Background: an optimization exercise with open tools, aiming at small area. Do not read the settings as production practice.
Only simulation tests tie the RTL to the original design; equivalence was not proved.
Power figures rest on the tool's default switching activity, not on a simulated workload.

## old
==> module fifo_decode, before the edit <==
module fifo_decode(input rd, input [5:0] count, output logic [31:0] sel);
logic [3:0] lo;      
logic [7:0] hi;      
always_comb
begin
  for (int j = 0; j < 4; j++) lo[j] = (count[1:0] == j);
  for (int k = 0; k < 8; k++) hi[k] = rd && count[4:2] == k;
end
genvar v;
generate
  for (v = 1; v < 32; v++)
  begin : line
    fifo_and2 n (.a(hi[v / 4]), .b(lo[v % 4]), .y(sel[v-1]));
  end
endgenerate
assign sel[31] = rd && count[5];
endmodule
==> module fifo_and2, before the edit <==
module fifo_and2(input a, input b, output y);
assign y = a & b;
endmodule
==> flow/config.mk <==
export PLATFORM = sky130hd
export DESIGN_NAME = top_FIFO
export DESIGN_NICKNAME = top_FIFO
export VERILOG_FILES = /design/flow/design.v
export SDC_FILE = /design/flow/constraint.sdc
export NUM_CORES = 4
export LEC_CHECK = 0
export CAP_MARGIN = 20
export CORE_MARGIN = 2
export CORE_UTILIZATION = 40
export SLEW_MARGIN = 20
export SYNTH_HIERARCHICAL = 1
export SYNTH_MINIMUM_KEEP_SIZE = 0
==> flow/constraint.sdc <==
create_clock -name core_clock -period 6.0 [get_ports {Clock}]
set_input_delay 1.2000 -clock core_clock [delete_from_list [all_inputs] [get_ports {Clock}]]
set_output_delay 1.2000 -clock core_clock [all_outputs]
set_load 0.01 [all_outputs]
standard.sh (not shown) runs the stock make flow with config.mk's settings and CLKGATE_MAP_FILE= SYNTH_SCRIPT=/design/flow/synth_recipe.tcl, a recipe that flattens the netlist after the stock synthesis.
==> flow/flow/run.sh <==
#!/bin/bash
# Layout flow: the standard ORFS flow (standard.sh, unchanged synthesis),
# with small port buffers, a clock tree of clkbuf_8 leaf buffers driving up to
# 18 flip-flops each, and no CTS dummy loads. make's output goes to standard.log;
# each ORFS step's own log is under orfs/logs/.
export BUFFER_PORTS_ARGS="-buffer_cell sky130_fd_sc_hd__buf_1"
export CTS_ARGS="-sink_clustering_enable -repair_clock_nets -sink_clustering_size 18 -sink_clustering_max_diameter 70 -buf_list sky130_fd_sc_hd__clkbuf_8 -dont_use_dummy_load"
bash standard.sh > standard.log 2>&1
old: full flow OK, the timing, DRC and antenna checks passed
Edits applied to the flow inputs when going from old to new:
--- a/flow/design.v
+++ b/flow/design.v
@@ -89,22 +89,22 @@
 assign y = a | b | c;
 endmodule
 module fifo_decode(input rd, input [5:0] count, output logic [31:0] sel);
-logic [3:0] lo;      
-logic [7:0] hi;      
+logic [3:0] lo_n;    
+logic [7:0] hi_n;    
 always_comb
 begin
-  for (int j = 0; j < 4; j++) lo[j] = (count[1:0] == j);
-  for (int k = 0; k < 8; k++) hi[k] = rd && count[4:2] == k;
+  for (int j = 0; j < 4; j++) lo_n[j] = (count[1:0] != j);
+  for (int k = 0; k < 8; k++) hi_n[k] = !(rd && count[4:2] == k);
 end
 genvar v;
 generate
   for (v = 1; v < 32; v++)
   begin : line
-    fifo_and2 n (.a(hi[v / 4]), .b(lo[v % 4]), .y(sel[v-1]));
+    fifo_nor2 n (.a(hi_n[v / 4]), .b(lo_n[v % 4]), .y(sel[v-1]));
   end
 endgenerate
 assign sel[31] = rd && count[5];
 endmodule
-module fifo_and2(input a, input b, output y);
-assign y = a & b;
+module fifo_nor2(input a, input b, output y);
+assign y = !(a | b);
 endmodule
old → new: layout filler cell count went down; leakage component of the power went up; cell count after placement went up; final wirelength went down; net count reported at finish went up. Utilization, old and new: higher on new. new vs old — setup slack rose 0.31 ns. Total design power delta (new -> old): insignificant. The source of the critical timing path comes out Reset in one run and Count[3] in the other, namely in new and old respectively. old -> new: global-route wire length before repair decreased by a few percent. In the flow results for old and new, the average vias per placed instance is smaller on old. Of the two values seen for category of the critical setup timing path, reg2reg was produced by old and in2reg by new. Sequential-cell power consumption of old is on par with new.

Another version of the RTL of top_FIFO (not shown whole).
For scale: roughly 1400 cells after synthesis, ~530 flip-flops, ~40 I/O pins, roughly 18000 um^2 of cells after synthesis.
==> module fifo_decode, before the edit <==
module fifo_decode(input rd, input [5:0] count, output logic [31:0] sel);
logic [3:0] lo;      
logic [7:0] hi;      
logic [4:0] count_n;
genvar j, k;
generate
  for (j = 0; j < 5; j++)
  begin : inv
    fifo_inv i (.a(count[j]), .y(count_n[j]));
  end
  for (j = 0; j < 4; j++)
  begin : pre_lo
    fifo_nor2 n (.a(j[0] ? count_n[0] : count[0]), .b(j[1] ? count_n[1] : count[1]), .y(lo[j]));
  end
  for (k = 0; k < 8; k++)
  begin : pre_hi
    fifo_and4 a (.a(rd), .b(k[0] ? count[2] : count_n[2]), .c(k[1] ? count[3] : count_n[3]),
                 .d(k[2] ? count[4] : count_n[4]), .y(hi[k]));
  end
endgenerate
genvar v;
generate
  for (v = 1; v < 32; v++)
  begin : line
    fifo_and2 n (.a(hi[v / 4]), .b(lo[v % 4]), .y(sel[v-1]));
  end
endgenerate
fifo_and2 top (.a(rd), .b(count[5]), .y(sel[31]));
endmodule
==> module fifo_inv, before the edit <==
module fifo_inv(input a, output y);
assign y = !a;
endmodule
==> module fifo_and4, before the edit <==
module fifo_and4(input a, input b, input c, input d, output y);
assign y = a & b & c & d;
endmodule
clock: 6.0 ns
lec_check: 0
cap_margin: 0
core_margin: 2
core_utilization: 40
slew_margin: 0
synth_hierarchical: 1
synth_minimum_keep_size: 0
Scripts as last shown in full above: flow/flow/run.sh
The starting point completed without violations.
Change:
--- a/flow/design.v
+++ b/flow/design.v
@@ -82,37 +82,25 @@
 module fifo_or3(input a, input b, input c, output y);
 assign y = a | b | c;
 endmodule
 module fifo_decode(input rd, input [5:0] count, output logic [31:0] sel);
 logic [3:0] lo;      
 logic [7:0] hi;      
-logic [4:0] count_n;
-genvar j, k;
-generate
-  for (j = 0; j < 5; j++)
-  begin : inv
-    fifo_inv i (.a(count[j]), .y(count_n[j]));
-  end
-  for (j = 0; j < 4; j++)
-  begin : pre_lo
-    fifo_nor2 n (.a(j[0] ? count_n[0] : count[0]), .b(j[1] ? count_n[1] : count[1]), .y(lo[j]));
-  end
-  for (k = 0; k < 8; k++)
-  begin : pre_hi
-    fifo_and4 a (.a(rd), .b(k[0] ? count[2] : count_n[2]), .c(k[1] ? count[3] : count_n[3]),
-                 .d(k[2] ? count[4] : count_n[4]), .y(hi[k]));
-  end
-endgenerate
+always_comb
+begin
+  for (int j = 0; j < 4; j++) lo[j] = (count[1:0] == j);
+  for (int k = 0; k < 8; k++) hi[k] = rd && count[4:2] == k;
+end
 genvar v;
 generate
   for (v = 1; v < 32; v++)
   begin : line
     fifo_and2 n (.a(hi[v / 4]), .b(lo[v % 4]), .y(sel[v-1]));
   end
 endgenerate
-fifo_and2 top (.a(rd), .b(count[5]), .y(sel[31]));
+assign sel[31] = rd && count[5];
 endmodule
 module fifo_and2(input a, input b, output y);
 assign y = a & b;
 endmodule
 module fifo_count_next(input [5:0] count, input up, input clear, output [5:0] next);
 wire [4:0] same;      
@@ -137,12 +125,6 @@
 module fifo_xnor2(input a, input b, output y);
 assign y = !(a ^ b);
 endmodule
 module fifo_nor2(input a, input b, output y);
 assign y = !(a | b);
 endmodule
-module fifo_inv(input a, output y);
-assign y = !a;
-endmodule
-module fifo_and4(input a, input b, input c, input d, output y);
-assign y = a & b & c & d;
-endmodule
Worst hold slack is worse by 0.048 ns.
Setup slack is worse by 0.059 ns.
First-iteration DRC count increases by about 30%.
Die area is about the same.
Utilization increases by 0.14 points.
Register-to-register slack is worse by 0.06 ns.
Synthesized cell count decreases by about 0.37%.
Non-clock buffer count stays the same.
Global-route usage increases by 3.0 points.
Via count increases by about 3.5%.
Maximum frequency decreases by 1.5%.
Cell count barely changes.

-- static timing again, ports no longer ideal --
The flow's constraints put no driver on any port. The routed layouts listed below were extracted and timed again, unchanged, in two steps.
Step 1 (the two cells are an assumption about what drives the block):
set clk [get_ports {Clock}]
set_driving_cell -lib_cell sky130_fd_sc_hd__clkbuf_16 $clk
set_driving_cell -lib_cell sky130_fd_sc_hd__buf_2 [delete_from_list [all_inputs] $clk]
Step 2 adds t to the input delays and takes it off the output delays; t is the mean of the earliest and latest rising clock arrival at the registers after step 1. Input paths then give back, and output paths get back, about the clock's delay inside the block.
Three values: ideal, step 1, step 2; two values: the first two.
run	shift t [ns]	setup slack, ns	cell pins on the clock port's net
old	0.624	2.260 / 2.260 / 1.733	1
new	0.623	2.571 / 2.597 / 1.974	1
the first run of note 2	0.622	2.181 / 2.181 / 1.678	1
the second run of note 2	0.642	2.121 / 2.121 / 1.585	1
After both steps setup and hold are still met in every run listed. The setup slack of new, which loses most, moves by +0.026 ns with the drivers and by -0.597 ns with both steps.
